What follows belongs to an exercise in optimizing a design on an open flow for small area, a short achievable clock period and few clock cycles; a production flow would make more cautious choices.
At most, simulation tests tie the RTL to the original design; equivalence was not proved.
No functional check of the RTL was part of run 9.

==> design/flow/design.v <==
module RISC_SPM (clk, rst, mem_rdata, mem_addr, mem_wdata, mem_we, halted);
  input        clk, rst;
  input  [7:0] mem_rdata;
  output [7:0] mem_addr, mem_wdata;
  output       mem_we;
  output       halted;
  reg [7:0] R0, R1, R2, R3;
  reg [7:0] PC, MA;
  reg [2:0] iop;          
  reg [3:0] srcv, dstv;   
  reg       sA, sB, sD;   
  reg       Z;
  reg       halted;
  wire i_add = (iop == 3'd1);
  wire i_sub = (iop == 3'd2);
  wire i_and = (iop == 3'd3);
  wire i_not = (iop == 3'd4);
  wire ex    = i_add | i_sub | i_and | i_not;
  wire [7:0] opA = {8{dstv[0]}} & R0 | {8{dstv[1]}} & R1 | {8{dstv[2]}} & R2 | {8{dstv[3]}} & R3;
  wire [7:0] opB = {8{srcv[0]}} & R0 | {8{srcv[1]}} & R1 | {8{srcv[2]}} & R2 | {8{srcv[3]}} & R3;
  wire [7:0] bx = opB ^ {8{i_sub}};
  wire [7:0] p0 = opA ^ bx;
  wire [7:0] g0 = opA & bx;
  wire [8:0] G0 = {g0, i_sub}, P0 = {p0, 1'b0};
  wire [8:0] G1, P1, G2, P2, G3;
  genvar k;
  generate
    for (k = 0; k < 9; k = k + 1) begin : ks
      if (k >= 1) begin : a1
        assign G1[k] = G0[k] | P0[k] & G0[k-1]; assign P1[k] = P0[k] & P0[k-1];
      end else begin : b1
        assign G1[k] = G0[k]; assign P1[k] = P0[k];
      end
      if (k >= 2) begin : a2
        assign G2[k] = G1[k] | P1[k] & G1[k-2]; assign P2[k] = P1[k] & P1[k-2];
      end else begin : b2
        assign G2[k] = G1[k]; assign P2[k] = P1[k];
      end
      if (k >= 4) begin : a3
        assign G3[k] = G2[k] | P2[k] & G2[k-4];
      end else begin : b3
        assign G3[k] = G2[k];
      end
    end
  endgenerate
  wire [7:0] sum = p0 ^ G3[7:0];
  reg [7:0] alu;
  always @* begin
    case (iop)
      3'd1, 3'd2: alu = sum;
      3'd3:       alu = opA & opB;
      default:    alu = ~opB;
    endcase
  end
  wire [7:0] axb  = opA ^ opB;
  wire [7:0] aob  = opA | opB;
  wire       zadd = ~|(axb ^ {aob[6:0], 1'b0});
  wire       zsub = ~|axb;
  wire       zand = ~|(opA & opB);
  wire       znot = &opB;
  reg        zt;
  always @* begin
    case (iop)
      3'd1:    zt = zadd;
      3'd2:    zt = zsub;
      3'd3:    zt = zand;
      default: zt = znot;
    endcase
  end
  wire fF = ~sA & ~sD & ~halted & (~sB | ~Z);
  wire bT = sB & Z;                                        
  wire [3:0] fo     = mem_rdata[7:4];
  wire       f_two  = ~fo[3] & fo[2] & (fo[1] | fo[0]);    
  wire       f_brz  = (fo == 4'd8);
  wire       f_halt = fo[3] & (|fo[2:0]);
  wire d_rd = sD & (iop == 3'd5);
  wire d_wr = sD & (iop == 3'd6);
  wire d_br = sD & ~iop[2] | sD & iop[1] & iop[0];       
  wire [6:0] hi1 = PC[7:1] + 7'd1;
  wire [7:0] PC1 = {PC[0] ? hi1 : PC[7:1], ~PC[0]};
  wire [7:0] PC2 = {hi1, PC[0]};
  wire [3:0] wa = {4{ex}} & dstv;
  wire [3:0] wr = {4{d_rd}} & dstv;
  wire [7:0] wdat = sD ? mem_rdata : alu;
  always @(posedge clk or negedge rst)
    if (!rst) begin
      R0 <= 8'd0; R1 <= 8'd0; R2 <= 8'd0; R3 <= 8'd0;
    end else begin
      if (wa[0] | wr[0]) R0 <= wdat;
      if (wa[1] | wr[1]) R1 <= wdat;
      if (wa[2] | wr[2]) R2 <= wdat;
      if (wa[3] | wr[3]) R3 <= wdat;
    end
  always @(posedge clk or negedge rst)
    if (!rst) Z <= 1'b0;
    else if (ex) Z <= zt;
  always @(posedge clk or negedge rst)
    if (!rst) begin
      PC <= 8'd0; MA <= 8'd0; iop <= 3'd0; srcv <= 4'd0; dstv <= 4'd0;
      sA <= 1'b0; sB <= 1'b0; sD <= 1'b0; halted <= 1'b0;
    end else if (fF) begin
      iop  <= fo[2:0] & {3{~fo[3]}};    
      srcv <= 4'b1 << mem_rdata[3:2];
      dstv <= 4'b1 << mem_rdata[1:0];
      sB   <= 1'b0;
      if (f_halt) halted <= 1'b1;
      else begin
        MA <= PC1;
        PC <= f_brz ? PC2 : PC1;
        sA <= f_two;
        sB <= f_brz;
      end
    end else if (sA | bT) begin
      MA <= mem_rdata; sA <= 1'b0; sB <= 1'b0; sD <= 1'b1;
      if (sA) PC <= PC1;
    end else if (sD) begin
      sD <= 1'b0;
      if (d_br) begin MA <= mem_rdata; PC <= mem_rdata; end
      else MA <= PC;
    end
  assign mem_addr  = (sB & ~Z) ? PC : MA;
  assign mem_wdata = opB;
  assign mem_we    = d_wr;
endmodule
==> design/flow/flow/run.sh <==
#!/bin/bash
# The standard layout (standard.sh) with two changes:
#  - the port buffers are buf_2 cells instead of the delay cell the resizer
#    picks by default (every port still gets its buffer);
#  - Yosys's abc step runs with flow/abc.script (or yosys's own default abc
#    script if the file says "default") instead of ORFS's script.
# Everything else, registers included, is ORFS's standard synthesis and flow.
set -euo pipefail
here=$(pwd)
export BUFFER_PORTS_ARGS="-buffer_cell sky130_fd_sc_hd__buf_2"
if [[ -f flow/abc.script ]]; then
  if grep -qx default flow/abc.script; then sc=default; else sc=$here/flow/abc.script; fi
  python3 - synth_recipe.tcl "$sc" <<'PY'
import sys
f, sc = sys.argv[1], sys.argv[2]
first, rest = open(f).read().split('\n', 1)
ov = """proc abc {args} {
  set i [lsearch -exact $args -script]
  if {$i >= 0} { set args [lreplace $args $i [expr {$i+1}]] }
  if {"%s" ne "default"} { set args [linsert $args 0 -script %s] }
  puts "abc override: $args"
  yosys abc {*}$args
}""" % (sc, sc)
open(f, 'w').write(first + '\n' + ov + '\n' + rest)
PY
fi
bash standard.sh finish > standard.log 2>&1
==> design/flow/standard.sh <==
#!/bin/bash
# synth_recipe.tcl (not shown) runs the flow's synth.tcl, then flattens the netlist and writes it again
# the make line also repeats each setting of config.mk as NAME=value (left out here)
make -C /OpenROAD-flow-scripts/flow DESIGN_CONFIG=/design/flow/config.mk WORK_HOME=/design/flow/orfs CLKGATE_MAP_FILE= SYNTH_SCRIPT=/design/flow/synth_recipe.tcl "${@:-finish}"
==> design/flow/config.mk <==
export PLATFORM = sky130hd
export DESIGN_NAME = RISC_SPM
export DESIGN_NICKNAME = RISC_SPM
export VERILOG_FILES = /design/flow/design.v
export SDC_FILE = /design/flow/constraint.sdc
export NUM_CORES = 4
export LEC_CHECK = 0
export ABC_AREA = 1
export CAP_MARGIN = 20
export CORE_MARGIN = 2
export CORE_UTILIZATION = 75
export SETUP_SLACK_MARGIN = 2.35
export SLEW_MARGIN = 20
==> design/flow/constraint.sdc <==
create_clock -name core_clock -period 5.0 [get_ports {clk}]
set_input_delay 1.0000 -clock core_clock [delete_from_list [all_inputs] [get_ports {clk}]]
set_output_delay 1.0000 -clock core_clock [all_outputs]
set_load 0.01 [all_outputs]
==> impl_metrics.yaml, run 1 <==
floorplanning:
  pin_count: 28
  die_w_um: 83.31
  start_util: 0.7874
  fp.dieH_um: 83.31
  die_area_sq_um: 6940
  coreArea_sq_um: 5991
  fp-row-count: 28
clocking:
  path_clk_slew_ps: 80
  cts_tree: "done"
  cts.htree.levels: 3
  clk_path_buf_depth: 2
  clock-root-buffer: "clkbuf_8"
  numCtsBuffers: 9
  clk_latency_ps: 360
  clock-sinks: 64
cells_and_area:
  fin_nets: 748
  fin_area_sq_um: 5213
  final_util: 0.8701
  n_fill_cell: 334
  multi_input_area_sq_um: 2773
  final_cell_count_no_fill: 795
  regArea_sq_um: 1607
  n_antenna_cell: 0
  layout-drive-gt1-share: 0.1556
  area_growth_pct: 10.50
global_route:
  grt_max_degree: 41
  grt_overflow: 0
  grt_pass1_vias: 5023
  grt_pass1_wl_um: 24580
  grtUsageTotal: 0.4448
  antenna_found_initial: 0
place:
  place_area_sq_um: 4900
  place.gp.congestion: 1.039
  numPortBuffers: 27
  placed_cells: 772
  hpwl_um: 10580
  pre_cts_slack_ps: 2257
setup_path:
  r2r_cells: 12
  r2r_setup_slack_ps: 2390
  reg2reg_to: "R3[2]$_DFFE_PN0P_"
  crit_start: "srcv[1]$_DFFE_PN0P_"
  critical_path.endpoint_type: "flop"
  critPathKind: "reg2reg"
  critPathMaxStageDelay_ps: 410
  startpoint_type: "flop"
  cp_max_fo: 7
  path_cells: "inv_2 > o22ai_1 > nor2_2 > xor2_1 > ha_1 > a21oi_1 > o21ai_1 > or2_0 > nand3_1 > o2111ai_2 > nand3_1 > o21ai_0"
  crit_slowest_cell: "dfrtp_1"
  arrival_ps: 2830
  reg2reg_from: "srcv[1]$_DFFE_PN0P_"
  crit_path_frequent_cell: "nand3_1"
  worstPathRequired_ps: 5220
timing:
  tns_ps: 0
  final.min_clock_period_ps: 2608
  setup_viol: 0
  fmax_mhz: 383.4
  hold_viol: 0
  maxSlewHeadroom: 0.5893
  tightest_slew_ps: 614.7
  timing.final.crit_share: 0.5216
  whs_ps: 494.0
  rsz0062_at_grt: "yes"
  worst_slack_ps: 2392
  finClkSkew_ps: 9.414
  slew_viol_final: 0
run:
  cap_violations: 0
synth:
  synth_compound_area_frac: 0.1806
  syn-mean-instance-area_sq_um: 6.916
  ys_ff_latch: 64
  yosysTopAreaCell: "dfrtp_1"
  synth_edf_count: 0
  ys_types: 40
  synth_cells: 682
  synthMuxAreaShare: 0
  synthAdderAreaFrac: 0.06101
  netlist_area_sq_um: 4717
  yosysWarnings: 1
  synth_top_area_frac: 0.3395
  synth_top_family_by_area: "simple AND/OR/NAND/NOR gates"
  yosys.area_share.simple: 0.2923
  ys_top_cells_by_area: "dfrtp_1 (34%), nand2_1 (16%), inv_1 (6.7%)"
  ys.flop_type: "dfrtp_1"
  yosys.area_share.xor_xnor: 0.03714
  synth.yosys.seq_area_share: 0.3395
  syn_nets: 715
  synthArstFlopShare: 1.000
routing:
  vias: 5403
  antenna_left: 0
  drt_pre_antenna_iters: 10
  drtIter0Drc: 741
  wl_per_cell_um: 19.61
  routed_wirelength_um: 15590
  vias_per_cell: 6.796
  drcViolationCount: 0
hold_path:
  hp-start: "R1[6]$_DFFE_PN0P_"
  whs_path_depth: 2
  hold_end: "R1[6]$_DFFE_PN0P_"
  hp-class: "reg2reg"
outcome:
  outcome: "complete, no violations"
[area by class of cell]
class,instances,share of cell area
inverters,90,0.06553
repair buffers,39,0.04321
clock inverters,7,0.009361
multi-input cells,511,0.5319
clock buffers,9,0.02376
well taps,75,0.01800
flip-flops and latches,64,0.3082
[metal layers]
metal	vias up	track usage	share of wire
li1	2309	-	-
met1	2371	0.5948	0.35
met2	577	0.6591	0.43
met3	146	0.1561	0.16
met4	0	0.1878	0.060
met5	-	0	0
[placed cells by master, fill, tap and decap left out, types with 2 or more instances in the layout]
master,count
nand2_4,2
o22ai_1,14
a21oi_4,2
o21bai_1,2
buf_2,27
o21ai_1,6
nor3_2,2
dfrtp_2,4
o22ai_2,2
xnor2_1,6
o21ai_2,2
nor4_1,8
a22o_1,5
nand3_1,47
nor2_2,8
a21oi_1,31
o211ai_1,9
clkinv_2,2
dfrtp_1,60
nand2_2,8
nor2_1,29
a31oi_1,3
nand2_1,203
or2_2,3
ha_1,22
nor3_1,6
inv_1,75
o21a_1,4
o21ai_0,56
buf_4,12
nand4_1,2
xor2_1,14
inv_2,14
nor2_4,4
clkbuf_8,9
clkinvlp_4,5
[kinds of logic after synthesis]
logic type               count (synthesis)
buffers and inverters                  107
AND/OR/NAND/NOR                        325
flip-flops                              64
adder cells (fa/ha/maj)                 23
XOR/XNOR                                20
AO/OA/AOI/OAI                          143
[worst max-delay path by stage]
stage	endpoint	slack [ps]	depth (start not counted)
finish	R3[2]$_DFFE_PN0P_	2390	12
global placement	R2[6]$_DFFE_PN0P_	2330	17
global route	R3[4]$_DFFE_PN0P_	2260	14
CTS	R1[4]$_DFFE_PN0P_	2360	14
floorplan	R3[6]$_DFFE_PN0P_	2700	17
detailed placement	R1[4]$_DFFE_PN0P_	2260	13
[synthesized netlist by cell type, drive strengths merged (8+ instances only)]
cell type / n
xor2: 14
ha: 23
nor2: 41
o21ai: 64
o211ai: 9
nor3: 8
inv: 90
a21oi: 34
nor4: 8
dfrtp: 64
nand3: 49
buf: 10
o22ai: 16
nand2: 213
[critical path: cells and delay by family, from the launching register on]
kind                     cells  cell delay (ps)
adder cells (fa/ha/maj)      1              310
XOR/XNOR                     1              230
AO/OA/AOI/OAI                5              700
AND/OR/NAND/NOR              4              670
flip-flops                   1              410
buffers and inverters        1              140
[state kept, by name, summed over array words and instances, names as in the netlist, 3 cells and up]
| signal | flops |
|---|---|
| srcv | 4 |
| R1 | 8 |
| MA | 8 |
| iop | 3 |
| R3 | 8 |
| PC | 8 |
| R2 | 8 |
| R0 | 8 |
| dstv | 4 |
[what timing repair did]
| item | in CTS | in global routing |
|---|---|---|
| resized for setup | 6 | 29 |
| setup buffers | 0 | 7 |
| pin swaps | 0 | 7 |
| hold buffers | 0 | 0 |
| endpoints found under the setup margin | 21 | 60 |
Testbench counts, summed over its fixed seeds: cycles 39,150.
==> inputs of run 2 (changes only) <==
--- a/design/flow/config.mk
+++ b/design/flow/config.mk
@@ -9,5 +9,5 @@
 export CAP_MARGIN = 20
 export CORE_MARGIN = 2
-export CORE_UTILIZATION = 75
-export SETUP_SLACK_MARGIN = 2.35
+export CORE_UTILIZATION = 70
+export SETUP_SLACK_MARGIN = 2.2
 export SLEW_MARGIN = 20
==> impl_metrics.yaml, run 2 <==
timing:
  rsz0062_at_grt: "no"
  timing.final.crit_share: 0.5460
  hold_viol: 0
  maxSlewHeadroom: 0.2898
  whs_ps: 484.4
  finClkSkew_ps: 10.57
  slew_viol_final: 0
  setup_viol: 0
  fmax_mhz: 366.3
  tns_ps: 0
  final.min_clock_period_ps: 2730
  tightest_slew_ps: 1064
synth:
  synthTopCellsByCount: "nand2_1 (206), inv_1 (84), dfrtp_1 (64)"
  ys_types: 40
  netlist_area_sq_um: 4717
  syn_nets: 715
  ys.flop_type: "dfrtp_1"
  synth_cells: 682
  synth_edf_count: 0
  ys_ff_latch: 64
  yosysTopAreaCell: "dfrtp_1"
  synthArstFlopShare: 1.000
  syn-mean-instance-area_sq_um: 6.916
  yosysMostFrequentCell: "nand2_1"
  ys_top_cells_by_area: "dfrtp_1 (34%), nand2_1 (16%), inv_1 (6.7%)"
  synth.yosys.seq_area_share: 0.3395
  synth_top_area_frac: 0.3395
  yosysWarnings: 1
floorplanning:
  fp-row-count: 29
  start_util: 0.7345
  coreArea_sq_um: 6422
  die_w_um: 86.09
  fp.dieH_um: 86.09
  pin_count: 28
  die_area_sq_um: 7411
hold_path:
  hp-class: "reg2reg"
  whs_path_depth: 2
  hold_end: "MA[5]$_DFFE_PN0P_"
  hp-start: "MA[5]$_DFFE_PN0P_"
cells_and_area:
  fin_area_sq_um: 5154
  layout_common_cells: "nand2_1 (206), inv_1 (79), dfrtp_1 (62)"
  final_common_cell: "nand2_1"
  final_cell_count_no_fill: 794
  fin_nets: 745
  n_antenna_cell: 0
  area_growth_pct: 9.257
  layout-drive-gt1-share: 0.1241
routing:
  drcViolationCount: 0
  drt_pre_antenna_iters: 8
  vias: 5060
  vias_per_cell: 6.373
  drtIter0Drc: 571
  met1_length_um: 5606
  wl_per_cell_um: 17.84
  routed_wirelength_um: 14160
  routed.top_layer: "met4"
  met3WireLength_um: 1860
  antenna_left: 0
  wl_met2_um: 6182
setup_path:
  critPathKind: "reg2reg"
  arrival_ps: 2960
  worstPathRequired_ps: 5230
  startpoint_type: "flop"
  reg2reg_from: "dstv[2]$_DFFE_PN0P_"
  critical_path.endpoint_type: "flop"
  reg2reg_to: "R2[4]$_DFFE_PN0P_"
  r2r_setup_slack_ps: 2270
  cp_max_fo: 7
  r2r_cells: 14
global_route:
  grt_pass1_wl_um: 22790
  grt_max_degree: 40
  grt_overflow: 0
  antenna_found_initial: 0
  grtUsageTotal: 0.3962
  grt_pass1_vias: 4724
place:
  numPortBuffers: 27
  place.gp.congestion: 1.101
  placed_cells: 774
  hpwl_um: 10330
  place_area_sq_um: 4902
run:
  cap_violations: 0
clocking:
  numCtsBuffers: 9
  cts.htree.levels: 3
  clk_path_buf_depth: 2
  clk_latency_ps: 350
  clock-sinks: 64
  cts_tree: "done"
  clock-root-buffer: "clkbuf_8"
  path_clk_slew_ps: 80
outcome:
  outcome: "complete, no violations"
==> run 2: cell count changes in the layout (fill, tap and decap cells not counted), sizes merged <==
cell      change
clkbuf        +1
bufinv        +1
clkinv        +2
buf           -3
clkinvlp      -5
inv           +1
==> run 2: routing by layer <==
metal | global-route usage | vias up
met5 | 0 | -
met4 | 0.1356 | 0
met3 | 0.07700 | 51
met2 | 0.6039 | 411
met1 | 0.5675 | 2289
li1 | - | 2309
==> run 2: worst max-delay path, cell delays in order, from the launching register on <==
cell	delay [ps]
dfrtp_1	480
nand2_1	130
nand2_1	90
nor2_1	330
inv_1	120
ha_1	330
nand2_1	60
o21ai_1	250
nand2_1	170
o21ai_1	140
nand2_1	60
nand3_1	90
nand3_1	170
nand3_1	140
nand2_1	60
==> run 2: through the flow <==
stage                       util  setup WS, ps
after global placement    0.7633          2374
final                     0.8025          2270
after CTS                 0.7951          2261
after detailed placement  0.7633          2256
after floorplan                -          2702
after global routing      0.8025          2207
==> run 2: layout make-up <==
cell class | instances | area (sq um)
Inverter | 90 | 337.8
Sequential cell | 64 | 1604
Clock inverter | 6 | 58.81
Fill cell | 469 | 1269
Timing Repair Buffer | 36 | 202.7
Multi-Input combinational cell | 511 | 2716
Tap cell | 77 | 96.34
Clock buffer | 10 | 137.6
==> run 2: timing repair <==
item / CTS / global route
endpoints found under the setup margin: 1 / 23
hold buffers: 0 / 0
pin swaps: 0 / 1
resized for setup: 1 / 12
setup buffers: 0 / 4
==> run 2: worst max-delay path by stage <==
stage / from / end / slack (ps) / cells past startpoint
after floorplan: iop[0]$_DFFE_PN0P_ / R3[6]$_DFFE_PN0P_ / 2700 / 17
after global placement: srcv[1]$_DFFE_PN0P_ / R2[6]$_DFFE_PN0P_ / 2370 / 17
after detailed placement: srcv[0]$_DFFE_PN0P_ / R0[6]$_DFFE_PN0P_ / 2260 / 17
after CTS: srcv[0]$_DFFE_PN0P_ / R0[6]$_DFFE_PN0P_ / 2260 / 17
after global routing: srcv[2]$_DFFE_PN0P_ / R3[6]$_DFFE_PN0P_ / 2210 / 17
final: dstv[2]$_DFFE_PN0P_ / R2[4]$_DFFE_PN0P_ / 2270 / 14
==> run 2: kinds of logic (layout without fill, tap and decap cells) <==
| logic type | count (synthesis) | count (layout) | share of synthesized area |
|---|---|---|---|
| adder cells (fa/ha/maj) | 23 | 23 | 0.06101 |
| buffers and inverters | 107 | 142 | 0.08939 |
| XOR/XNOR | 20 | 20 | 0.03714 |
| AND/OR/NAND/NOR | 325 | 325 | 0.2923 |
| AO/OA/AOI/OAI | 143 | 143 | 0.1806 |
| flip-flops | 64 | 64 | 0.3395 |
==> inputs of run 3 (changes only) <==
--- a/design/flow/config.mk
+++ b/design/flow/config.mk
@@ -10,4 +10,4 @@
 export CORE_MARGIN = 2
 export CORE_UTILIZATION = 70
-export SETUP_SLACK_MARGIN = 2.2
+export SETUP_SLACK_MARGIN = 2.5
 export SLEW_MARGIN = 20
==> impl_metrics.yaml, run 3 <==
cells_and_area:
  area_growth_pct: 16.37
  n_antenna_cell: 0
  layout-drive-gt1-share: 0.2005
  final_common_cell: "nand2_1"
  multi_input_area_sq_um: 2865
  n_fill_cell: 390
  regArea_sq_um: 1609
  fin_nets: 766
  layout_common_cells: "nand2_1 (201), inv_1 (71), dfrtp_1 (58)"
synth:
  ys_top_cells_by_area: "dfrtp_1 (34%), nand2_1 (16%), inv_1 (6.7%)"
  syn-mean-instance-area_sq_um: 6.916
  yosysMostFrequentCell: "nand2_1"
  synth.yosys.seq_area_share: 0.3395
  yosysWarnings: 1
  synthTopCellsByCount: "nand2_1 (206), inv_1 (84), dfrtp_1 (64)"
  ys_ff_latch: 64
  yosysTopAreaCell: "dfrtp_1"
  netlist_area_sq_um: 4717
  synth_top_area_frac: 0.3395
  synth_edf_count: 0
  synthArstFlopShare: 1.000
  ys_types: 40
  ys.flop_type: "dfrtp_1"
  synth_cells: 682
  syn_nets: 715
floorplanning:
  coreArea_sq_um: 6422
  die_w_um: 86.09
  fp-row-count: 29
  die_area_sq_um: 7411
  pin_count: 28
  start_util: 0.7345
  fp.dieH_um: 86.09
setup_path:
  crit_slowest_cell: "dfrtp_2"
  crit_path_frequent_cell: "buf_4"
  critPathKind: "reg2out"
  worst-path-buf-inv: 3
  worstPathRequired_ps: 4000
  cp_max_fo: 6
  path_cells: "buf_4 > buf_4 > nand2_1 > nand4_1 > buf_2"
  arrival_ps: 1560
  critPathMaxStageDelay_ps: 450
  critical_path.endpoint_type: "primary output"
  cpLargestDelayFamily: "buffers and inverters"
  startpoint_type: "flop"
global_route:
  grt_overflow: 0
  grtUsageTotal: 0.4025
  grt_pass1_vias: 4751
  antenna_found_initial: 0
  grt_pass1_wl_um: 23150
  grt_max_degree: 40
routing:
  vias_per_cell: 6.580
  antenna_left: 0
  routed_wirelength_um: 15570
  drt_pre_antenna_iters: 5
  vias: 5363
  drtIter0Drc: 697
  wl_per_cell_um: 19.11
  drcViolationCount: 0
timing:
  worst_slack_ps: 2443
  whs_ps: 482.6
  final.min_clock_period_ps: 2557
  finClkSkew_ps: 9.364
  maxSlewHeadroom: 0.4934
  timing.final.crit_share: 0.5114
  hold_viol: 0
  fmax_mhz: 391.0
  tightest_slew_ps: 760.0
  tns_ps: 0
  rsz0062_at_grt: "yes"
  setup_viol: 0
  slew_viol_final: 0
clocking:
  clock-root-buffer: "clkbuf_8"
  numCtsBuffers: 9
  clk_path_buf_depth: 2
  clk_latency_ps: 340
  path_clk_slew_ps: 80
  holdBufCountCts: 0
  cts.htree.levels: 3
  clock-sinks: 64
  cts_tree: "done"
hold_path:
  hp-class: "reg2reg"
place:
  place.gp.congestion: 1.101
  numPortBuffers: 27
  hpwl_um: 10330
  pre_cts_slack_ps: 2256
outcome:
  outcome: "complete, no violations"
run:
  cap_violations: 0
[run 3: worst paths after layout]
path / slack, ps / end / start / depth (start not counted)
max: 2440 / mem_wdata[7] / srcv[2]$_DFFE_PN0P_ / 5
min reg2reg: 480 / MA[5]$_DFFE_PN0P_ / MA[5]$_DFFE_PN0P_ / 2
max in group asynchronous: 3310 / dstv[2]$_DFFE_PN0P_ / rst / 2
min: 480 / MA[5]$_DFFE_PN0P_ / MA[5]$_DFFE_PN0P_ / 2
min in group asynchronous: 730 / R2[6]$_DFFE_PN0P_ / rst / 1
max reg2reg: 2480 / R2[4]$_DFFE_PN0P_ / iop[2]$_DFFE_PN0P_ / 14
[run 3: what timing repair did]
item                       in CTS  in global routing
setup buffers                   7                 18
pin swaps                       6                 14
hold endpoints to repair        0                  0
setup endpoints to repair      39                 48
gates resized for setup        23                 43
[run 3: through the flow]
stage | cells | utilization | instance area, sq um
final | 815 | 0.8547 | 5489
after CTS | 797 | 0.8104 | 5205
after detailed placement | 774 | 0.7633 | 4902
after global routing | 815 | 0.8547 | 5489
after global placement | 774 | 0.7633 | 4902
after floorplan | 682 | - | 4717
[run 3: cell families (layout without fill, tap and decap cells)]
group / after synthesis / count (layout) / synth area share
buffers and inverters: 107 / 163 / 0.08939
AND/OR/NAND/NOR: 325 / 325 / 0.2923
XOR/XNOR: 20 / 20 / 0.03714
AO/OA/AOI/OAI: 143 / 143 / 0.1806
flip-flops: 64 / 64 / 0.3395
adder cells (fa/ha/maj): 23 / 23 / 0.06101
[run 3: tightest hold or removal path, delay by kind of cell (launching register included)]
| kind | cells | cell delay [ps] |
|---|---|---|
| flops | 1 | 350 |
| simple gates | 2 | 100 |
[run 3: final cells by class]
type                    count  area share
well taps                  77     0.01755
clock buffers              10     0.02507
multi-input cells         511      0.5220
inverters                  90     0.06519
clock inverters             6     0.01071
flip-flops and latches     64      0.2931
repair buffers             57     0.06633
[run 3: layer usage]
metal / share of wire / global-route usage / routed length [um]
met5: 0 / 0 / 0
met4: 0.049 / 0.1313 / 765
met3: 0.13 / 0.09047 / 2086
met2: 0.44 / 0.6180 / 6917
met1: 0.37 / 0.5675 / 5803
==> inputs of run 4 (changes only) <==
--- a/design/flow/config.mk
+++ b/design/flow/config.mk
@@ -10,4 +10,4 @@
 export CORE_MARGIN = 2
 export CORE_UTILIZATION = 70
-export SETUP_SLACK_MARGIN = 2.5
+export SETUP_SLACK_MARGIN = 2.46
 export SLEW_MARGIN = 20
==> impl_metrics.yaml, run 4 <==
outcome:
  outcome: "complete, no violations"
cells_and_area:
  fin_nets: 773
  n_fill_cell: 415
  final_cell_count_no_fill: 822
  layout_common_cells: "nand2_1 (202), inv_1 (71), dfrtp_1 (58)"
  final_util: 0.8510
  layout-drive-gt1-share: 0.2000
  area_growth_pct: 15.86
  n_antenna_cell: 0
  final_common_cell: "nand2_1"
  fin_area_sq_um: 5465
routing:
  vias_per_cell: 6.495
  antenna_left: 0
  routed_wirelength_um: 15710
  drtIter0Drc: 685
  drcViolationCount: 0
  vias: 5339
  wl_per_cell_um: 19.11
  drt_pre_antenna_iters: 8
synth:
  synth.yosys.seq_area_share: 0.3395
  yosysTopAreaCell: "dfrtp_1"
  yosysWarnings: 1
  ys_ff_latch: 64
  syn-mean-instance-area_sq_um: 6.916
  ys_top_cells_by_area: "dfrtp_1 (34%), nand2_1 (16%), inv_1 (6.7%)"
  synth_top_area_frac: 0.3395
  ys.flop_type: "dfrtp_1"
  yosysMostFrequentCell: "nand2_1"
  syn_nets: 715
  synth_edf_count: 0
  netlist_area_sq_um: 4717
  ys_types: 40
  synth_cells: 682
  synthArstFlopShare: 1.000
  synthTopCellsByCount: "nand2_1 (206), inv_1 (84), dfrtp_1 (64)"
global_route:
  grtUsageTotal: 0.4013
  grt_max_degree: 40
  grt_pass1_vias: 4777
  grt_overflow: 0
  grt_pass1_wl_um: 23110
  antenna_found_initial: 0
clocking:
  clk_latency_ps: 350
  clock-root-buffer: "clkbuf_8"
  clock-sinks: 64
  path_clk_slew_ps: 80
  cts_tree: "done"
  clk_path_buf_depth: 2
  holdBufCountCts: 0
  numCtsBuffers: 9
  cts.htree.levels: 3
timing:
  fmax_mhz: 389.2
  worst_slack_ps: 2431
  setup_viol: 0
  slew_viol_final: 0
  final.min_clock_period_ps: 2569
  rsz0062_at_grt: "yes"
  whs_ps: 483.8
  maxSlewHeadroom: 0.4884
  tns_ps: 0
  timing.final.crit_share: 0.5138
  finClkSkew_ps: 10.88
  hold_viol: 0
  tightest_slew_ps: 767.3
setup_path:
  worstPathRequired_ps: 4000
  arrival_ps: 1570
  critical_path.endpoint_type: "primary output"
  path_cells: "buf_4 > buf_4 > nand2_1 > nand4_1 > buf_2"
  crit_path_frequent_cell: "buf_4"
  cp_max_fo: 6
  crit_slowest_cell: "dfrtp_2"
  startpoint_type: "flop"
  critPathKind: "reg2out"
  critPathMaxStageDelay_ps: 460
place:
  placed_cells: 774
  pre_cts_slack_ps: 2256
  place.gp.congestion: 1.101
  place_area_sq_um: 4902
  hpwl_um: 10330
  numPortBuffers: 27
floorplanning:
  coreArea_sq_um: 6422
  start_util: 0.7345
  die_area_sq_um: 7411
  die_w_um: 86.09
  fp.dieH_um: 86.09
  pin_count: 28
  fp-row-count: 29
hold_path:
  hp-class: "reg2reg"
run:
  cap_violations: 0
[run 4: cell counts after synthesis]
No cell type changed its count.
[run 4: kinds of logic (layout without fill, tap and decap cells)]
kind of cell             after synthesis  count (layout)  share of synthesized area
AO/OA/AOI/OAI                        143             143                     0.1806
XOR/XNOR                              20              20                    0.03714
adder cells (fa/ha/maj)               23              23                    0.06101
buffers and inverters                107             170                    0.08939
flip-flops                            64              64                     0.3395
AND/OR/NAND/NOR                      325             325                     0.2923
[run 4: worst max-delay path, delay by kind of cell (launching register included)]
family / cells / cell delay (ps)
buf+inv: 3 / 490
flops: 1 / 460
simple gates: 2 / 270
[run 4: final cells by class]
type	instances	area, sq um	area share
clock buffer	10	137.6	0.02518
sequential	64	1609	0.2944
inverter	90	350.3	0.06410
clock inverter	6	58.81	0.01076
multi-input combinational	511	2800	0.5124
tap	77	96.34	0.01763
timing repair buffer	64	412.9	0.07555
[run 4: worst paths after layout]
path | startpoint | to | slack [ps] | cells past startpoint
hold / removal | MA[5]$_DFFE_PN0P_ | MA[5]$_DFFE_PN0P_ | 480 | 2
hold reg to reg | MA[5]$_DFFE_PN0P_ | MA[5]$_DFFE_PN0P_ | 480 | 2
max in group asynchronous | rst | dstv[2]$_DFFE_PN0P_ | 3290 | 2
setup / recovery | srcv[2]$_DFFE_PN0P_ | mem_wdata[7] | 2430 | 5
min in group asynchronous | rst | R0[6]$_DFFE_PN0P_ | 730 | 1
setup reg to reg | iop[2]$_DFFE_PN0P_ | R2[4]$_DFFE_PN0P_ | 2480 | 14
[run 4: timing repair]
item                                    4_1_cts  5_1_grt
buffers inserted                              7       25
pin swaps                                     6       13
endpoints found under the setup margin       33       42
resized for setup                            18       32
[run 4: metal layers]
| layer | vias to the layer above | wire, um | GRT usage |
|---|---|---|---|
| li1 | 2354 | - | - |
| met4 | 0 | 632 | 0.1328 |
| met5 | - | 0 | 0 |
| met1 | 2419 | 5780 | 0.5600 |
| met2 | 486 | 7059 | 0.6230 |
| met3 | 80 | 2238 | 0.08855 |
==> inputs of run 5 (changes only) <==
--- a/design/flow/config.mk
+++ b/design/flow/config.mk
@@ -10,4 +10,4 @@
 export CORE_MARGIN = 2
 export CORE_UTILIZATION = 70
-export SETUP_SLACK_MARGIN = 2.46
+export SETUP_SLACK_MARGIN = 2.35
 export SLEW_MARGIN = 20
==> impl_metrics.yaml, run 5 <==
synth:
  ys_top_cells_by_area: "dfrtp_1 (34%), nand2_1 (16%), inv_1 (6.7%)"
  yosysWarnings: 1
  ys_types: 40
  ys.flop_type: "dfrtp_1"
  synthArstFlopShare: 1.000
  netlist_area_sq_um: 4717
  yosysTopAreaCell: "dfrtp_1"
  synth.yosys.seq_area_share: 0.3395
  syn-mean-instance-area_sq_um: 6.916
  synthTopCellsByCount: "nand2_1 (206), inv_1 (84), dfrtp_1 (64)"
  yosysMostFrequentCell: "nand2_1"
  synth_cells: 682
  synth_edf_count: 0
  syn_nets: 715
  synth_top_area_frac: 0.3395
  ys_ff_latch: 64
place:
  pre_cts_slack_ps: 2256
  numPortBuffers: 27
  place_area_sq_um: 4902
  hpwl_um: 10330
  place.gp.congestion: 1.101
  placed_cells: 774
clocking:
  clk_latency_ps: 360
  cts_tree: "done"
  cts.htree.levels: 3
  clock-root-buffer: "clkbuf_8"
  clk_path_buf_depth: 2
  path_clk_slew_ps: 80
  numCtsBuffers: 9
  clock-sinks: 64
floorplanning:
  pin_count: 28
  coreArea_sq_um: 6422
  die_area_sq_um: 7411
  fp.dieH_um: 86.09
  die_w_um: 86.09
  fp-row-count: 29
  start_util: 0.7345
cells_and_area:
  regArea_sq_um: 1605
  fin_nets: 751
  n_antenna_cell: 0
  final_common_cell: "nand2_1"
  fin_area_sq_um: 5259
  area_growth_pct: 11.49
  final_util: 0.8188
  layout-drive-gt1-share: 0.1535
  layout_common_cells: "nand2_1 (205), inv_1 (76), dfrtp_1 (61)"
  final_cell_count_no_fill: 800
  n_fill_cell: 441
  multi_input_area_sq_um: 2776
setup_path:
  critical_path.endpoint_type: "flop"
  crit_slowest_cell: "dfrtp_1"
  reg2reg_from: "dstv[2]$_DFFE_PN0P_"
  critPathKind: "reg2reg"
  reg2reg_to: "R0[5]$_DFFE_PN0P_"
  endpoint: "R0[5]$_DFFE_PN0P_"
  r2r_setup_slack_ps: 2440
  r2r_cells: 16
  crit_start: "dstv[2]$_DFFE_PN0P_"
  cp_max_fo: 7
  path_cells: "inv_2 > o22ai_1 > nor2_1 > inv_1 > ha_1 > nand2_1 > nand2_1 > inv_1 > o21a_1 > nand3_1 > nand2_1 > o21ai_0 > nand2_1 > nand2_1 > nand2_1 > nand2_1"
  crit_path_frequent_cell: "nand2_1"
  startpoint_type: "flop"
  worstPathRequired_ps: 5290
  arrival_ps: 2860
  critPathMaxStageDelay_ps: 480
routing:
  drtIter0Drc: 815
  drt_pre_antenna_iters: 7
  routed_wirelength_um: 14610
  vias: 5097
  drcViolationCount: 0
  vias_per_cell: 6.371
  wl_per_cell_um: 18.26
  antenna_left: 0
timing:
  setup_viol: 0
  final.min_clock_period_ps: 2563
  whs_ps: 485.3
  tightest_slew_ps: 751.2
  hold_viol: 0
  maxSlewHeadroom: 0.4992
  rsz0062_at_grt: "yes"
  worst_slack_ps: 2437
  tns_ps: 0
  finClkSkew_ps: 12.47
  fmax_mhz: 390.2
  timing.final.crit_share: 0.5125
  slew_viol_final: 0
hold_path:
  hp-class: "reg2reg"
global_route:
  grt_overflow: 0
  grt_pass1_wl_um: 22780
  grt_max_degree: 40
  grtUsageTotal: 0.3960
  grt.busiest_layer: "met2"
  antenna_found_initial: 0
  met1_usage: 0.5669
  grt_pass1_vias: 4724
  use_met3: 0.07700
  grt.met2_usage: 0.6039
run:
  cap_violations: 0
outcome:
  outcome: "complete, no violations"
## run 5: cell counts after synthesis
No cell type changed its count.
## run 5: repair_timing
action                     CTS  global route
buffers inserted             0             9
setup endpoints to repair   21            34
gates cloned                 0             1
resized for setup            7            24
hold buffers                 0             0
pin swaps                    0             6
## run 5: logic make-up (layout without fill, tap and decap cells)
| kind of cell | after synthesis | count (layout) | synth area share |
|---|---|---|---|
| AO/OA/AOI/OAI | 143 | 143 | 0.1806 |
| AND/OR/NAND/NOR | 325 | 326 | 0.2923 |
| flip-flops | 64 | 64 | 0.3395 |
| XOR/XNOR | 20 | 20 | 0.03714 |
| buffers and inverters | 107 | 147 | 0.08939 |
| adder cells (fa/ha/maj) | 23 | 23 | 0.06101 |
## run 5: layout make-up
class | instances | share of cell area
Tap cell | 77 | 0.01832
Sequential cell | 64 | 0.3053
Clock buffer | 10 | 0.02617
Multi-Input combinational cell | 512 | 0.5280
Inverter | 90 | 0.06543
Timing Repair Buffer | 41 | 0.04568
Clock inverter | 6 | 0.01118
## run 5: how the worst min path moves through the flow
stage,startpoint,endpoint,slack [ps],cells past startpoint
global placement,MA[4]$_DFFE_PN0P_,MA[4]$_DFFE_PN0P_,460,2
CTS,R1[5]$_DFFE_PN0P_,R1[5]$_DFFE_PN0P_,490,2
floorplan,R0[5]$_DFFE_PN0P_,R0[5]$_DFFE_PN0P_,450,2
detailed placement,MA[5]$_DFFE_PN0P_,MA[5]$_DFFE_PN0P_,470,2
global route,R1[4]$_DFFE_PN0P_,R1[4]$_DFFE_PN0P_,500,2
finish,MA[5]$_DFFE_PN0P_,MA[5]$_DFFE_PN0P_,490,2
## run 5: layer usage
layer	part of all wire	up-vias	wire length (um)
met5	0	-	0
met4	0.040	0	581
met3	0.12	69	1774
met2	0.44	376	6424
met1	0.40	2342	5826
li1	-	2310	-
## run 5: worst max-delay path: cells and delay by family, from the launching register on
family                     cells  cell delay, ps
and+or+nand+nor                9             890
DFF                            1             480
AOI/OAI and AO/OA              3             440
adders and majority gates      1             380
buffers and inverters          3             310
==> inputs of run 6 (changes only) <==
--- a/design/flow/config.mk
+++ b/design/flow/config.mk
@@ -10,4 +10,4 @@
 export CORE_MARGIN = 2
 export CORE_UTILIZATION = 70
-export SETUP_SLACK_MARGIN = 2.35
+export SETUP_SLACK_MARGIN = 2.42
 export SLEW_MARGIN = 20
==> impl_metrics.yaml, run 6 <==
outcome:
  outcome: "complete, no violations"
clocking:
  holdBufCountCts: 0
  numCtsBuffers: 9
  cts.htree.levels: 3
  path_clk_slew_ps: 70
  clock-root-buffer: "clkbuf_8"
  cts_tree: "done"
  clock-sinks: 64
  clk_latency_ps: 350
  clk_path_buf_depth: 2
synth:
  ys_top_cells_by_area: "dfrtp_1 (34%), nand2_1 (16%), inv_1 (6.7%)"
  yosysTopAreaCell: "dfrtp_1"
  ys_ff_latch: 64
  syn_nets: 715
  syn-mean-instance-area_sq_um: 6.916
  netlist_area_sq_um: 4717
  synth_cells: 682
  yosysWarnings: 1
  synth_edf_count: 0
  synth.yosys.seq_area_share: 0.3395
  ys.flop_type: "dfrtp_1"
  synthArstFlopShare: 1.000
  yosysMostFrequentCell: "nand2_1"
  ys_types: 40
  synthTopCellsByCount: "nand2_1 (206), inv_1 (84), dfrtp_1 (64)"
  synth_top_area_frac: 0.3395
run:
  cap_violations: 0
timing:
  timing.final.crit_share: 0.5069
  slew_viol_final: 0
  tightest_slew_ps: 738.3
  hold_viol: 0
  worst_slack_ps: 2465
  rsz0062_at_grt: "yes"
  tns_ps: 0
  fmax_mhz: 394.5
  final.min_clock_period_ps: 2535
  finClkSkew_ps: 7.646
  setup_viol: 0
  maxSlewHeadroom: 0.5078
cells_and_area:
  regArea_sq_um: 1607
  layout_common_cells: "nand2_1 (203), inv_1 (75), dfrtp_1 (60)"
  n_antenna_cell: 0
  final_common_cell: "nand2_1"
  multi_input_area_sq_um: 2785
  layout-drive-gt1-share: 0.1676
  fin_nets: 756
  n_fill_cell: 443
  area_growth_pct: 12.65
floorplanning:
  pin_count: 28
  die_w_um: 86.09
  fp.dieH_um: 86.09
  coreArea_sq_um: 6422
  start_util: 0.7345
  fp-row-count: 29
  die_area_sq_um: 7411
place:
  hpwl_um: 10330
  numPortBuffers: 27
  pre_cts_slack_ps: 2256
  place.gp.congestion: 1.101
global_route:
  grt_overflow: 0
  grt_pass1_vias: 4730
  antenna_found_initial: 0
  grt_pass1_wl_um: 22880
  grtUsageTotal: 0.3982
  grt_max_degree: 40
setup_path:
  cp_max_fo: 7
  critical_path.endpoint_type: "primary output"
  crit_start: "srcv[2]$_DFFE_PN0P_"
  startpoint_type: "flop"
  arrival_ps: 1530
  critPathKind: "reg2out"
  worstPathRequired_ps: 4000
  reg2reg_from: "srcv[2]$_DFFE_PN0P_"
hold_path:
  hp-start: "MA[5]$_DFFE_PN0P_"
  hp-class: "reg2reg"
routing:
  wl_per_cell_um: 18.24
  routed_wirelength_um: 14690
  drcViolationCount: 0
  vias_per_cell: 6.337
  antenna_left: 0
  drtIter0Drc: 665
  drt_pre_antenna_iters: 5
  vias: 5101
==> run 6: cell count changes in the layout (fill, tap and decap cells not counted), sizes merged <==
cell and change:
nand3 -1, buf +6
==> run 6: final timing paths <==
kind / endpoint / slack, ps / cells past startpoint
max: mem_wdata[2] / 2470 / 5
min in group asynchronous: R3[5]$_DFFE_PN0P_ / 720 / 1
min: MA[5]$_DFFE_PN0P_ / 480 / 2
max reg2reg: R1[3]$_DFFE_PN0P_ / 2470 / 14
min reg2reg: MA[5]$_DFFE_PN0P_ / 480 / 2
max in group asynchronous: iop[2]$_DFFE_PN0P_ / 3340 / 2
==> run 6: final cells by class <==
class | count | share of cell area
Multi-Input combinational cell | 511 | 0.5241
Sequential cell | 64 | 0.3023
Inverter | 90 | 0.06475
Timing Repair Buffer | 47 | 0.05368
Clock buffer | 10 | 0.02590
Tap cell | 77 | 0.01813
Clock inverter | 6 | 0.01107
==> run 6: timing repair <==
| item | CTS | global route |
|---|---|---|
| setup buffers | 5 | 10 |
| setup endpoints to repair | 27 | 45 |
| resized for setup | 11 | 29 |
| pin swaps | 6 | 8 |
==> run 6: logic make-up (layout without fill, tap and decap cells) <==
| family | after synthesis | count (layout) | share of synthesized area |
|---|---|---|---|
| buffers and inverters | 107 | 153 | 0.08939 |
| xor gates and xnor gates | 20 | 20 | 0.03714 |
| and+or+nand+nor | 325 | 325 | 0.2923 |
| adders and majority gates | 23 | 23 | 0.06101 |
| AOI/OAI and AO/OA | 143 | 143 | 0.1806 |
| DFF | 64 | 64 | 0.3395 |
==> run 6: per-stage QoR <==
stage / hold slack [ps] / cell area (sq um) / instances / utilization
finish: 483.8 / 5314 / 805 / 0.8274
detailed placement: 469.9 / 4902 / 774 / 0.7633
floorplan: 448.9 / 4717 / 682 / -
CTS: 488.2 / 5162 / 795 / 0.8038
global route: 500.3 / 5314 / 805 / 0.8274
global placement: 463.4 / 4902 / 774 / 0.7633
==> run 6: worst max-delay path, cell delays in order, from the launching register on <==
cell and delay (ps):
dfrtp_2 450, inv_1 120, o22ai_1 110, nor2_2 260
inv_2 100, buf_2 150
==> run 6: layer usage <==
metal,up-vias,global-route usage,share of wire
met4,0,0.1313,0.034
met2,392,0.6145,0.45
met5,-,0,0
met1,2325,0.5619,0.39
met3,53,0.08373,0.13
li1,2331,-,-
==> inputs of run 7 (changes only) <==
--- a/design/flow/config.mk
+++ b/design/flow/config.mk
@@ -9,5 +9,5 @@
 export CAP_MARGIN = 20
 export CORE_MARGIN = 2
-export CORE_UTILIZATION = 70
+export CORE_UTILIZATION = 65
 export SETUP_SLACK_MARGIN = 2.42
 export SLEW_MARGIN = 20
==> impl_metrics.yaml, run 7 <==
timing:
  tns_ps: 0
  whs_ps: 487.6
  tightest_slew_ps: 848.9
  hold_viol: 0
  worst_slack_ps: 2427
  fmax_mhz: 388.7
  rsz0062_at_grt: "no"
  timing.final.crit_share: 0.5146
  slew_viol_final: 0
  setup_viol: 0
  maxSlewHeadroom: 0.4281
  finClkSkew_ps: 19.29
  final.min_clock_period_ps: 2573
synth:
  ys_top_cells_by_area: "dfrtp_1 (34%), nand2_1 (16%), inv_1 (6.7%)"
  synth.yosys.seq_area_share: 0.3395
  synth_edf_count: 0
  ys.flop_type: "dfrtp_1"
  synth_top_area_frac: 0.3395
  synthTopCellsByCount: "nand2_1 (206), inv_1 (84), dfrtp_1 (64)"
  netlist_area_sq_um: 4717
  ys_ff_latch: 64
  syn-mean-instance-area_sq_um: 6.916
  yosysTopAreaCell: "dfrtp_1"
  synthArstFlopShare: 1.000
  yosysWarnings: 1
  yosysMostFrequentCell: "nand2_1"
  syn_nets: 715
  ys_types: 40
  synth_cells: 682
cells_and_area:
  final_util: 0.7579
  area_growth_pct: 14.67
  final_common_cell: "nand2_1"
  fin_nets: 754
  n_antenna_cell: 0
  final_cell_count_no_fill: 825
  layout_common_cells: "nand2_1 (201), inv_1 (75), dfrtp_1 (58)"
  layout-drive-gt1-share: 0.1804
global_route:
  grt_max_degree: 65
  use_met3: 0.07756
  antenna_found_initial: 0
  met1_usage: 0.5256
  grt_pass1_vias: 4484
  grt.met2_usage: 0.5785
  grtUsageTotal: 0.3802
  grt.busiest_layer: "met2"
  grt_overflow: 0
  grt_pass1_wl_um: 22760
clocking:
  clk_path_buf_depth: 2
  cts_tree: "done"
  cts.htree.levels: 3
  clk_latency_ps: 360
  path_clk_slew_ps: 90
  holdBufCountCts: 0
  numCtsBuffers: 9
  clock-root-buffer: "clkbuf_8"
  clock-sinks: 64
routing:
  drtIter0Drc: 539
  antenna_left: 0
  wl_per_cell_um: 17.93
  drcViolationCount: 0
  vias_per_cell: 6.127
  drt_pre_antenna_iters: 6
  routed_wirelength_um: 14790
  vias: 5055
setup_path:
  arrival_ps: 1570
  worstPathRequired_ps: 4000
  critical_path.endpoint_type: "primary output"
  r2r_cells: 17
  r2r_setup_slack_ps: 2520
  cp_max_fo: 6
  startpoint_type: "flop"
  reg2reg_from: "srcv[0]$_DFFE_PN0P_"
  critPathKind: "reg2out"
  reg2reg_to: "R2[6]$_DFFE_PN0P_"
hold_path:
  hold_end: "R1[6]$_DFFE_PN0P_"
  whs_path_depth: 2
  hp-start: "R1[6]$_DFFE_PN0P_"
  hp-class: "reg2reg"
floorplanning:
  fp-row-count: 31
  pin_count: 28
  die_area_sq_um: 7954
  start_util: 0.6609
  fp.dieH_um: 89.19
  die_w_um: 89.19
  coreArea_sq_um: 7137
run:
  cap_violations: 0
outcome:
  outcome: "complete, no violations"
place:
  numPortBuffers: 27
  hpwl_um: 10620
  place.gp.congestion: 1.070
  pre_cts_slack_ps: 2128
  placed_cells: 792
==> run 7: cell counts after synthesis <==
No cell type changed its count.
==> run 7: stage by stage <==
step           instance area [sq um]
3_5_place_dp                    4900
3_3_place_gp                    4900
5_1_grt                         5409
2_1_floorplan                   4717
6_report                        5409
4_1_cts                         5176
==> run 7: cells by family after synthesis <==
family	after synthesis	share of synthesized area
AOI/OAI and AO/OA	143	0.1806
DFF	64	0.3395
xor gates and xnor gates	20	0.03714
buffers and inverters	107	0.08939
and+or+nand+nor	325	0.2923
adders and majority gates	23	0.06101
==> run 7: worst max-delay path: stages, from the launching register on <==
cell and delay, ps:
dfrtp_2 450, inv_1 110, o22ai_1 130, nor2_2 210, inv_1 150, buf_2 170
==> run 7: area by class of cell <==
class / instances / area, sq um
clock buffer: 10 / 137.6
clock inverter: 6 / 43.79
fill: 580 / 1728
inverter: 90 / 345.3
multi-input combinational: 511 / 2859
sequential: 64 / 1609
tap: 99 / 123.9
timing repair buffer: 45 / 290.3
==> run 7: worst max path at each step <==
stage,end,startpoint
6_report,mem_wdata[2],srcv[3]$_DFFE_PN0P_
5_1_grt,R2[6]$_DFFE_PN0P_,srcv[1]$_DFFE_PN0P_
4_1_cts,R2[6]$_DFFE_PN0P_,srcv[2]$_DFFE_PN0P_
3_5_place_dp,R0[4]$_DFFE_PN0P_,srcv[1]$_DFFE_PN0P_
3_3_place_gp,R3[4]$_DFFE_PN0P_,srcv[1]$_DFFE_PN0P_
2_1_floorplan,R3[6]$_DFFE_PN0P_,iop[0]$_DFFE_PN0P_
==> run 7: timing repair <==
| action | in CTS | in global routing |
|---|---|---|
| cloned | 0 | 0 |
| pin swaps | 4 | 19 |
| buffers inserted | 6 | 10 |
| setup endpoints to repair | 33 | 33 |
| gates resized for setup | 17 | 41 |
==> run 7: per-layer routing <==
| metal | wire, um | part of all wire |
|---|---|---|
| met5 | 0 | 0 |
| met4 | 707 | 0.048 |
| met3 | 1616 | 0.11 |
| met2 | 6726 | 0.45 |
| met1 | 5744 | 0.39 |
==> inputs of run 8 (changes only) <==
--- a/design/flow/config.mk
+++ b/design/flow/config.mk
@@ -9,5 +9,5 @@
 export CAP_MARGIN = 20
 export CORE_MARGIN = 2
-export CORE_UTILIZATION = 65
+export CORE_UTILIZATION = 73
 export SETUP_SLACK_MARGIN = 2.42
 export SLEW_MARGIN = 20
==> impl_metrics.yaml, run 8 <==
clocking:
  cts_tree: "done"
  clk_latency_ps: 360
  clock-root-buffer: "clkbuf_8"
  clk_path_buf_depth: 2
  holdBufCountCts: 0
  numCtsBuffers: 9
  clock-sinks: 64
  cts.htree.levels: 3
  path_clk_slew_ps: 70
routing:
  routed_wirelength_um: 15210
  vias_per_cell: 6.554
  vias: 5315
  drtIter0Drc: 761
  wl_per_cell_um: 18.75
  drcViolationCount: 0
  antenna_left: 0
  drt_pre_antenna_iters: 7
cells_and_area:
  final_util: 0.8674
  fin_nets: 762
  area_growth_pct: 16.10
  final_common_cell: "nand2_1"
  multi_input_area_sq_um: 2851
  n_antenna_cell: 0
  regArea_sq_um: 1609
  n_fill_cell: 348
  layout_common_cells: "nand2_1 (200), inv_1 (72), dfrtp_1 (58)"
  fin_area_sq_um: 5477
  layout-drive-gt1-share: 0.1921
global_route:
  use_met3: 0.1072
  grt_pass1_wl_um: 23630
  antenna_found_initial: 0
  grtUsageTotal: 0.4193
  grt.busiest_layer: "met2"
  grt_pass1_vias: 4819
  met1_usage: 0.5762
  grt.met2_usage: 0.6436
  grt_max_degree: 65
  grt_overflow: 0
floorplanning:
  start_util: 0.7471
  pin_count: 28
  die_area_sq_um: 7121
  fp.dieH_um: 84.39
  coreArea_sq_um: 6314
  die_w_um: 84.39
  fp-row-count: 29
timing:
  fmax_mhz: 385.9
  tightest_slew_ps: 835.7
  final.min_clock_period_ps: 2591
  setup_viol: 0
  maxSlewHeadroom: 0.4429
  slew_viol_final: 0
  timing.final.crit_share: 0.5182
  finClkSkew_ps: 6.304
  tns_ps: 0
  rsz0062_at_grt: "yes"
  hold_viol: 0
  whs_ps: 490.9
synth:
  synth_top_area_frac: 0.3395
  ys_ff_latch: 64
  synth.yosys.seq_area_share: 0.3395
  yosysMostFrequentCell: "nand2_1"
  yosysWarnings: 1
  synthArstFlopShare: 1.000
  synth_cells: 682
  syn_nets: 715
  yosysTopAreaCell: "dfrtp_1"
  ys_types: 40
  synth_edf_count: 0
  syn-mean-instance-area_sq_um: 6.916
  ys_top_cells_by_area: "dfrtp_1 (34%), nand2_1 (16%), inv_1 (6.7%)"
  netlist_area_sq_um: 4717
  ys.flop_type: "dfrtp_1"
  synthTopCellsByCount: "nand2_1 (206), inv_1 (84), dfrtp_1 (64)"
setup_path:
  worstPathRequired_ps: 4000
  critPathMaxStageDelay_ps: 410
  arrival_ps: 1590
  critPathKind: "reg2out"
  cp_max_fo: 6
  critical_path.endpoint_type: "primary output"
  r2r_setup_slack_ps: 2440
  r2r_cells: 12
  crit_slowest_cell: "dfrtp_1"
  startpoint_type: "flop"
  reg2reg_to: "R2[2]$_DFFE_PN0P_"
  path_cells: "inv_2 > o22ai_1 > nor2_2 > inv_1 > buf_2"
  reg2reg_from: "srcv[1]$_DFFE_PN0P_"
run:
  cap_violations: 0
place:
  hpwl_um: 10410
  numPortBuffers: 27
  place_area_sq_um: 4902
  place.gp.congestion: 1.054
outcome:
  outcome: "complete, no violations"
hold_path:
  hold_end: "R1[6]$_DFFE_PN0P_"
  whs_path_depth: 2
  hp-start: "R1[6]$_DFFE_PN0P_"
  hp-class: "reg2reg"
run 8: cell families (layout without fill, tap and decap cells):
kind of cell / count (synthesis) / in the layout / share of synthesized area
AOI/OAI and AO/OA: 143 / 143 / 0.1806
xor gates and xnor gates: 20 / 20 / 0.03714
adders and majority gates: 23 / 23 / 0.06101
buffers and inverters: 107 / 159 / 0.08939
DFF: 64 / 64 / 0.3395
and+or+nand+nor: 325 / 325 / 0.2923
run 8: stage by stage:
stage	instances	setup slack, ps
after floorplan	682	2702
after global placement	774	2360
after detailed placement	774	2253
after CTS	796	2412
after global routing	811	2399
final	811	2409
run 8: critical path, delay by kind of cell (launching register included):
kind	cells	cell delay (ps)
compound gates	1	140
buf+inv	3	450
flops	1	410
simple gates	1	240
run 8: final cells by class:
class	instances	area share
clock buffers	11	0.02764
well taps	77	0.01759
clock inverters	5	0.01439
flip-flops and latches	64	0.2938
inverters	90	0.06374
repair buffers	53	0.06214
multi-input cells	511	0.5207
run 8: worst max-delay path by stage:
stage	end	start	slack, ps	depth (start not counted)
final	mem_wdata[2]	srcv[1]$_DFFE_PN0P_	2410	5
after global routing	R3[6]$_DFFE_PN0P_	srcv[2]$_DFFE_PN0P_	2400	16
after CTS	mem_we	sD$_DFFE_PN0N_	2410	3
after detailed placement	R0[6]$_DFFE_PN0P_	iop[0]$_DFFE_PN0P_	2250	16
after global placement	R3[6]$_DFFE_PN0P_	iop[0]$_DFFE_PN0P_	2360	16
after floorplan	R3[6]$_DFFE_PN0P_	iop[0]$_DFFE_PN0P_	2700	17
run 8: what timing repair did:
item	4_1_cts	5_1_grt
setup buffers	6	15
endpoints found under the setup margin	27	49
pin swaps	4	14
resized for setup	9	48
run 8: routing by layer:
layer | up-vias | share of wire
met4 | 0 | 0.051
li1 | 2346 | -
met1 | 2414 | 0.37
met2 | 444 | 0.45
met5 | - | 0
met3 | 111 | 0.13
==> inputs of run 9 (changes only) <==
--- a/design/flow/design.v
+++ b/design/flow/design.v
@@ -10,8 +10,10 @@
   reg [3:0] srcv, dstv;   
   reg       sA, sB, sD;   
+  reg       sBn;          
+  reg       k_sub;        
   reg       Z;
   reg       halted;
   wire i_add = (iop == 3'd1);
-  wire i_sub = (iop == 3'd2);
+  wire i_sub = k_sub;
   wire i_and = (iop == 3'd3);
   wire i_not = (iop == 3'd4);
@@ -68,6 +70,6 @@
     endcase
   end
-  wire fF = ~sA & ~sD & ~halted & (~sB | ~Z);
-  wire bT = sB & Z;                                        
+  wire fF = ~sA & ~sD & ~halted & (~sB | sBn);
+  wire bT = sB & ~sBn;                                     
   wire [3:0] fo     = mem_rdata[7:4];
   wire       f_two  = ~fo[3] & fo[2] & (fo[1] | fo[0]);    
@@ -82,35 +84,36 @@
   wire [3:0] wa = {4{ex}} & dstv;
   wire [3:0] wr = {4{d_rd}} & dstv;
-  wire [7:0] wdat = sD ? mem_rdata : alu;
   always @(posedge clk or negedge rst)
     if (!rst) begin
       R0 <= 8'd0; R1 <= 8'd0; R2 <= 8'd0; R3 <= 8'd0;
     end else begin
-      if (wa[0] | wr[0]) R0 <= wdat;
-      if (wa[1] | wr[1]) R1 <= wdat;
-      if (wa[2] | wr[2]) R2 <= wdat;
-      if (wa[3] | wr[3]) R3 <= wdat;
+      R0 <= wa[0] ? alu : wr[0] ? mem_rdata : R0;
+      R1 <= wa[1] ? alu : wr[1] ? mem_rdata : R1;
+      R2 <= wa[2] ? alu : wr[2] ? mem_rdata : R2;
+      R3 <= wa[3] ? alu : wr[3] ? mem_rdata : R3;
     end
   always @(posedge clk or negedge rst)
     if (!rst) Z <= 1'b0;
     else if (ex) Z <= zt;
+  always @(posedge clk)
+    if (fF) begin
+      srcv <= 4'b1 << mem_rdata[3:2];
+      dstv <= 4'b1 << mem_rdata[1:0];
+    end
   always @(posedge clk or negedge rst)
     if (!rst) begin
-      PC <= 8'd0; MA <= 8'd0; iop <= 3'd0; srcv <= 4'd0; dstv <= 4'd0;
-      sA <= 1'b0; sB <= 1'b0; sD <= 1'b0; halted <= 1'b0;
+      PC <= 8'd0; MA <= 8'd0; iop <= 3'd0;
+      sA <= 1'b0; sB <= 1'b0; sBn <= 1'b0; sD <= 1'b0; halted <= 1'b0; k_sub <= 1'b0;
     end else if (fF) begin
       iop  <= fo[2:0] & {3{~fo[3]}};    
-      srcv <= 4'b1 << mem_rdata[3:2];
-      dstv <= 4'b1 << mem_rdata[1:0];
-      sB   <= 1'b0;
-      if (f_halt) halted <= 1'b1;
-      else begin
-        MA <= PC1;
-        PC <= f_brz ? PC2 : PC1;
-        sA <= f_two;
-        sB <= f_brz;
-      end
+      halted <= f_halt;
+      MA <= PC1;
+      PC <= f_brz ? PC2 : PC1;
+      sA <= f_two;
+      sB <= f_brz;
+      sBn <= f_brz & ~(ex ? zt : Z);
+      k_sub <= (fo == 4'd2);
     end else if (sA | bT) begin
-      MA <= mem_rdata; sA <= 1'b0; sB <= 1'b0; sD <= 1'b1;
+      MA <= mem_rdata; sA <= 1'b0; sB <= 1'b0; sBn <= 1'b0; sD <= 1'b1;
       if (sA) PC <= PC1;
     end else if (sD) begin
@@ -119,5 +122,5 @@
       else MA <= PC;
     end
-  assign mem_addr  = (sB & ~Z) ? PC : MA;
+  assign mem_addr  = sBn ? PC : MA;
   assign mem_wdata = opB;
   assign mem_we    = d_wr;
--- a/design/flow/config.mk
+++ b/design/flow/config.mk
@@ -9,5 +9,5 @@
 export CAP_MARGIN = 20
 export CORE_MARGIN = 2
-export CORE_UTILIZATION = 73
-export SETUP_SLACK_MARGIN = 2.42
+export CORE_UTILIZATION = 75
+export SETUP_SLACK_MARGIN = 2.2
 export SLEW_MARGIN = 20
==> impl_metrics.yaml, run 9 <==
outcome:
  outcome: "complete, no violations"
floorplanning:
  coreArea_sq_um: 6386
  fp.dieH_um: 85.41
  die_w_um: 85.41
  fp-row-count: 29
global_route:
  grt_pass1_wl_um: 23300
  grt_pass1_vias: 4847
  grt_overflow: 0
  grtUsageTotal: 0.4107
  grt.busiest_layer: "met2"
  antenna_found_initial: 0
  met1_usage: 0.5085
  use_met3: 0.05934
routing:
  drcViolationCount: 0
  antenna_left: 0
  wl_per_cell_um: 19.25
  drtIter0Drc: 855
  drt_pre_antenna_iters: 6
cells_and_area:
  n_fill_cell: 401
  fin_area_sq_um: 5446
  layout_common_cells: "nand2_1 (198), inv_1 (74), dfrtp_1 (57)"
  fin_nets: 767
  final_common_cell: "nand2_1"
  area_growth_pct: 9.564
  n_antenna_cell: 0
place:
  hpwl_um: 10350
  place_area_sq_um: 5090
  numPortBuffers: 27
  place.gp.congestion: 0.9680
timing:
  tightest_slew_ps: 774.7
  finClkSkew_ps: 18.26
  hold_viol: 0
  final.min_clock_period_ps: 2893
  fmax_mhz: 345.7
  setup_viol: 0
  tns_ps: 0
hold_path:
  hp-class: "reg2reg"
setup_path:
  arrival_ps: 3130
  crit_path_frequent_cell: "nand2_1"
  worstPathRequired_ps: 5240
  startpoint_type: "flop"
  path_cells: "nand2_1 > nand2_1 > nor2_1 > xor2_1 > ha_1 > a21oi_1 > nor2_1 > a211oi_1 > nand3_1 > nand3_2 > nand3_1 > nand2_1 > nand2_1"
  crit_slowest_cell: "edfxtp_1"
  cp_max_fo: 7
  critPathMaxStageDelay_ps: 550
  critical_path.endpoint_type: "flop"
synth:
  syn_nets: 733
  synth.yosys.seq_area_share: 0.3403
  yosysMostFrequentCell: "nand2_1"
  ys.flop_type: "dfrtp_1"
  syn-mean-instance-area_sq_um: 7.101
  ys_types: 44
  synth_edf_count: 8
  netlist_area_sq_um: 4971
  yosysWarnings: 1
  ys_top_cells_by_area: "dfrtp_1 (29%), nand2_1 (15%), inv_1 (6.0%)"
  ys_ff_latch: 66
  synthArstFlopShare: 0.8788
clocking:
  path_clk_slew_ps: 80
  clk_path_buf_depth: 2
  numCtsBuffers: 9
  holdBufCountCts: 0
  clk_latency_ps: 360
  clock-sinks: 66
  cts_tree: "done"
  clock-root-buffer: "clkbuf_8"
  cts.htree.levels: 3
run:
  cap_violations: 0
==> run 9: worst max-delay path: cells and delay by family, from the launching register on <==
kind	cells	cell delay, ps
xor gates and xnor gates	1	120
adders and majority gates	1	380
and+or+nand+nor	9	1170
AOI/OAI and AO/OA	2	550
DFF	1	550
==> run 9: layout make-up <==
class | count | area (sq um) | share of cell area
inverters | 88 | 336.6 | 0.06180
repair buffers | 43 | 255.2 | 0.04686
clock inverters | 4 | 30.03 | 0.005513
flip-flops and latches | 66 | 1693 | 0.3108
multi-input cells | 525 | 2854 | 0.5240
repair inverters | 1 | 5.005 | 0.0009189
clock buffers | 12 | 176.4 | 0.03239
well taps | 77 | 96.34 | 0.01769
==> run 9: cell families (layout without fill, tap and decap cells) <==
kind of cell,Yosys count,in the layout,synth area share
AOI/OAI and AO/OA,169,169,0.2054
DFF,66,66,0.3403
and+or+nand+nor,318,318,0.2786
muxes,1,1,0.002014
buffers and inverters,109,148,0.09111
adders and majority gates,23,23,0.05789
xor gates and xnor gates,14,14,0.02467
==> run 9: path summary, 6_finish.rpt <==
check	from	endpoint	slack [ps]	cells past startpoint
min	R1[6]$_DFFE_PN0P_	R1[6]$_DFFE_PN0P_	500	2
max	srcv[2]$_SDFFCE_PN0P_	R2[7]$_DFFE_PN0P_	2110	13
max in group asynchronous	rst	sBn$_DFFE_PN0P_	3630	2
max reg2reg	srcv[2]$_SDFFCE_PN0P_	R2[7]$_DFFE_PN0P_	2110	13
min reg2reg	R1[6]$_DFFE_PN0P_	R1[6]$_DFFE_PN0P_	500	2
min in group asynchronous	rst	R2[3]$_DFFE_PN0P_	790	2
==> run 9: metrics by stage <==
step                  util  hold WS, ps  setup WS [ps]  cells
finish              0.8529        496.5           2107    816
global route        0.8529        520.0           2025    816
CTS                 0.8327        492.6           2234    801
detailed placement  0.7970        476.6           1967    784
global placement    0.7970        469.6           2083    784
floorplan                -        448.8           2677    700
==> run 9: layer usage <==
layer | up-vias | share of wire
li1 | 2404 | -
met4 | 0 | 0.085
met3 | 136 | 0.10
met5 | - | 0
met2 | 470 | 0.46
met1 | 2452 | 0.35
==> run 9: what timing repair did <==
action                                  CTS  global route
gates cloned                              1             0
pin swaps                                 0             1
buffers inserted                          0            15
hold endpoints to repair                  0             0
endpoints found under the setup margin   26            21
resized for setup                         5             9

re-timing with driven ports:
In the flow no input, the clock included, has a driving cell. The finished layouts below were timed again as built, in two steps.
Step 1: set_driving_cell puts a clkbuf_16 on clk and a buf_2 on each other input, an assumption about the parent block.
Step 2 also shifts input and output timing later by t, the mid clock arrival at the registers, as if the neighbouring blocks saw the same clock.
a / b / c = ideal / step 1 / step 2; a / b = the first two.
| run | shift t [ns] | setup slack, ns | worst setup path at the end | clock arrival spread, ns | worst register clock-pin slew, ns |
|---|---|---|---|---|---|
| run 1 | 0.383 | 2.392 / 2.386 / 2.392 | register to register | 0.009 / 0.009 | 0.08 / 0.08 |
| run 2 | 0.376 | 2.270 / 2.270 / 2.270 | register to register | 0.011 / 0.011 | 0.08 / 0.08 |
| run 3 | 0.373 | 2.443 / 2.409 / 2.394 | input to register | 0.010 / 0.009 | 0.08 / 0.08 |
| run 4 | 0.377 | 2.431 / 2.397 / 2.330 | input to register | 0.011 / 0.011 | 0.08 / 0.08 |
| run 5 | 0.382 | 2.437 / 2.408 / 2.379 | input to register | 0.013 / 0.013 | 0.08 / 0.08 |
| run 6 | 0.376 | 2.465 / 2.432 / 2.381 | input to register | 0.007 / 0.007 | 0.08 / 0.08 |
| run 7 | 0.378 | 2.427 / 2.395 / 2.416 | input to register | 0.019 / 0.020 | 0.09 / 0.09 |
| run 8 | 0.385 | 2.409 / 2.379 / 2.329 | input to register | 0.007 / 0.006 | 0.08 / 0.08 |
| run 9 | 0.382 | 2.107 / 2.107 / 2.068 | input to register | 0.019 / 0.019 | 0.09 / 0.09 |
After both steps setup and hold are still met in every run listed. The setup slack of run 4, which loses most, moves by -0.034 ns with the drivers and by -0.101 ns with both steps.
